From an optimization exercise on the open Yosys and OpenROAD flow, aimed at small area, a short achievable clock period and few clock cycles per item; shortcuts taken in it are not production practice.
RTL that was checked went through simulation tests only; none was proved equivalent to the original.
Power figures rest on the tool's default switching activity, not on a simulated workload.

## run 1
## lzss_enc_top
module lzss_enc_top (
    input               clk,
    input               rst_x,
    input               i_valid,
    output              ow_ready,
    input       [7:0]   i_data,
    input               i_last,
    output              o_valid,
    input               i_ready,
    output      [8:0]   o_code,
    output              o_last
);
For scale: ~38000 um2 of cells after synthesis.
==> flow/config.mk <==
export PLATFORM = sky130hd
export DESIGN_NAME = lzss_enc_top
export DESIGN_NICKNAME = lzss_enc_top
export VERILOG_FILES = /design/flow/design.v
export SDC_FILE = /design/flow/constraint.sdc
export NUM_CORES = 4
export LEC_CHECK = 0
export ABC_AREA = 1
export CAP_MARGIN = 20
export CORE_MARGIN = 2
export CORE_UTILIZATION = 70
export CTS_BUF_LIST = sky130_fd_sc_hd__clkbuf_16
export CTS_CLUSTER_DIAMETER = 50
export CTS_CLUSTER_SIZE = 20
export PLACE_DENSITY = 0.8
export SETUP_SLACK_MARGIN = 3.62
export SLEW_MARGIN = 20
==> flow/constraint.sdc <==
create_clock -name core_clock -period 6.0 [get_ports {clk}]
set_input_delay 1.2000 -clock core_clock [delete_from_list [all_inputs] [get_ports {clk}]]
set_output_delay 1.2000 -clock core_clock [all_outputs]
set_load 0.01 [all_outputs]
run.sh (not shown) runs the stock make flow with config.mk's settings and CLKGATE_MAP_FILE= SYNTH_SCRIPT=/design/flow/synth_recipe.tcl, a recipe that flattens the netlist after the stock synthesis.
Testbench counts of run 1, summed over its fixed seeds: cycles 85,802, items 84,290.
Here is what was changed in the inputs of run 2 compared with run 1.
Settings: swapping 50 for 60 in CTS_CLUSTER_DIAMETER; swapping 20 for 12 in CTS_CLUSTER_SIZE; swapping sky130_fd_sc_hd__clkbuf_16 for sky130_fd_sc_hd__clkbuf_4 sky130_fd_sc_hd__clkbuf_8 in CTS_BUF_LIST.
Notes after the runs:
- The run with more setup slack is run 2; run 1 has less.
- Area: run 2 vs run 1 -> run 2 smaller
- Diff run 1 -> run 2: number of vias in the routed layout moved down, sequential share of layout area grew by 1.6 points.
- Of run 1 and run 2, the lower first-pass iteration count of the detailed router belongs to run 2.
The following lists how run 3 was set up differently from run 2:
Settings: CTS_BUF_LIST: sky130_fd_sc_hd__clkbuf_4 sky130_fd_sc_hd__clkbuf_8 -> sky130_fd_sc_hd__clkbuf_8 sky130_fd_sc_hd__clkbuf_16; CTS_CLUSTER_SIZE: 12 -> 16.
## What came out
- Run 2 → run 3: initial antenna violation count decreased 2; post-layout minimum cycle time moved down; global-route wire length before repair shows an increase of 0.66%; final standard cell count with taps included and fillers excluded fell by about 0.4%; routed metal-1 wirelength saw little to no change.
- Run 3 vs run 2: non-clock buffer share of cell area up in run 3
- Diff run 2 -> run 3 | layout overhead on the synthesized area | increase of 1.1 points
- [run 3 vs run 2] part of the power in registers: lower in run 3
- The via count of the first global-routing pass on run 3 is in line with that on run 2.
- Compared with run 2, run 3 shows hold slack lower by 0.0041 ns.
- Run 2 and run 3 ended up with roughly the same depth of the worst hold-timing path.
Modified inputs, run 4 compared to run 3
Settings: CTS_BUF_LIST now sky130_fd_sc_hd__clkbuf_4 sky130_fd_sc_hd__clkbuf_8, was sky130_fd_sc_hd__clkbuf_8 sky130_fd_sc_hd__clkbuf_16; CTS_CLUSTER_SIZE now 18, was 16; SETUP_SLACK_MARGIN now 3.5, was 3.62; CTS_CLUSTER_DIAMETER now 45, was 60.
- Run 3 completed every stage of the flow, and the final layout passed the timing, design-rule and antenna checks.
- The flow did not stop early for run 4: all stages ran, and the layout cleared the timing, design-rule and antenna checks.
- Reported combinational group power of run 3 is on par with run 4.
- Lower worst-case setup margin in the final layout among run 4 and run 3: run 4
- In the tables for run 4 and run 3, met1 track demand over resource reads higher with run 3.
- | layout cell share with drive strength beyond 1 | lower: run 3 |
- The path type of the worst setup path comes out reg2reg in one run and reg2out in the other, namely in run 4 and run 3 respectively.
- Measured against each other, run 4 and run 3 differ in switching component of the power, the lower figure coming from run 3.
- Compared to run 3, run 4 has static leakage 0.071 nW lower.
- Wire: run 4 routes more than run 3
- Run 4 and run 3 ended up with nearly the same detailed-route wire length per cell.
- Run 4 ends up with a share of total power in combinational logic that is 0.2 points lower than in run 3.
- From run 3 to run 4 the numbers moved as follows: critical path depth moved up, register share of the cell area level.
For run 5, these inputs were changed with respect to run 4:
Settings: CAP_MARGIN changed from 20 to 5; SLEW_MARGIN changed from 20 to 5; CTS_CLUSTER_SIZE changed from 18 to 12; SETUP_SLACK_MARGIN changed from 3.5 to 3.62; CTS_CLUSTER_DIAMETER changed from 45 to 60.
Results
- Maximum frequency (run 5 over run 4): increase, 2.7%
- When the final numbers for run 5 and run 4 were put side by side, the sequential portion of the cell area turned out to be greater in run 5.
- Of the two values seen for termination of the worst setup path, o_code[2] was produced by run 5 and r_s0[11]$_DFFE_PP_ by run 4.
- Run 5 packs its core more loosely than run 4.
- Taking run 4 as 1.0, run 5 lands at 0.915 on total length of routed met3 wires.
- Power: run 5 draws less than run 4
- Run 4 has a higher area added between synthesis and finish than run 5.
> inputs changed (run 5 -> run 6)
Settings: ABC_AREA removed (was 1); CAP_MARGIN changed from 5 to 20; CTS_BUF_LIST changed from sky130_fd_sc_hd__clkbuf_4 sky130_fd_sc_hd__clkbuf_8 to sky130_fd_sc_hd__clkbuf_8 sky130_fd_sc_hd__clkbuf_16; CTS_CLUSTER_SIZE changed from 12 to 16; SLEW_MARGIN changed from 5 to 20.
Results
Compared with run 5, run 6 shows power that has gone up by more than a quarter.
Cell total after placement: higher on run 5
Re share of the clock period used by the worst path after layout: run 6 and run 5 aren't equal, and the higher value belongs to run 6.
Run 5 → run 6: die boundary height saw a decrease; wire length now smaller; number of cells produced by synthesis moved down; cell count went down.
Cmp run 6 vs run 5: CTS clock-pin slew for the worst setup and hold paths lower in run 6

---

lzss_enc_top, a different RTL version from the one above (not shown whole).
Size: about 2700 cells after synthesis, ~790 flip-flops, roughly 25 I/O pins, ~36000 µm² of cells after synthesis.
==> flow/config.mk <==
export PLATFORM = sky130hd
export DESIGN_NAME = lzss_enc_top
export DESIGN_NICKNAME = lzss_enc_top
export VERILOG_FILES = /design/flow/design.v
export SDC_FILE = /design/flow/constraint.sdc
export NUM_CORES = 4
export LEC_CHECK = 0
export CAP_MARGIN = 20
export CORE_MARGIN = 2
export CORE_UTILIZATION = 40
export SETUP_SLACK_MARGIN = 3.6
export SLEW_MARGIN = 20
export TNS_END_PERCENT = 5
==> flow/constraint.sdc <==
create_clock -name core_clock -period 6.0 [get_ports {clk}]
set_input_delay 1.2000 -clock core_clock [delete_from_list [all_inputs] [get_ports {clk}]]
set_output_delay 1.2000 -clock core_clock [all_outputs]
set_load 0.01 [all_outputs]
The starting point ran to the end with no violations.
Next try:
CTS_BUF_LIST = sky130_fd_sc_hd__clkbuf_4 sky130_fd_sc_hd__clkbuf_8   (was unset)
CTS_CLUSTER_DIAMETER = 60   (was unset)
CTS_CLUSTER_SIZE = 12   (was unset)
After rerunning:
- The changed run went through all stages and came out clean
- sequential cell count does not change
- power went down by 6.2%
- via count is about the same
- setup slack gains 0.076 ns
Function was not checked in any run of this note: the RTL went through the layout flow alone.

-- separate check: timing with driven ports --
No port has a modelled driver above. Below, the same layouts with a new extraction and two added sets of constraints.
Step 1 (the two cells are an assumption about what drives the block):
set clk [get_ports {clk}]
set_driving_cell -lib_cell sky130_fd_sc_hd__clkbuf_16 $clk
set_driving_cell -lib_cell sky130_fd_sc_hd__buf_2 [delete_from_list [all_inputs] $clk]
Step 2, shift: input delay + t, output delay - t, t = (earliest + latest rising clock arrival at the registers) / 2. This alone moves slack from input paths to output paths.
a / b / c = ideal / step 1 / step 2; a / b = the first two.
run	t (ns)	setup slack, ns	worst setup path after step 2
run 1	0.683	3.577 / 3.577 / 3.324	input to register
run 2	0.747	3.583 / 3.525 / 3.301	input to register
run 3	0.698	3.625 / 3.561 / 3.296	input to register
run 4	0.780	3.518 / 3.472 / 3.303	input to register
run 5	0.747	3.583 / 3.525 / 3.301	input to register
run 6	0.691	3.551 / 3.551 / 3.347	input to register
the first run of note 2	0.714	3.396 / 3.396 / 3.208	input to register
the second run of note 2	0.764	3.472 / 3.414 / 3.266	input to register
After both steps setup and hold are still met in every run listed. For run 3, which loses most, drivers alone change the setup slack by -0.064 ns; drivers and shift together by -0.329 ns.
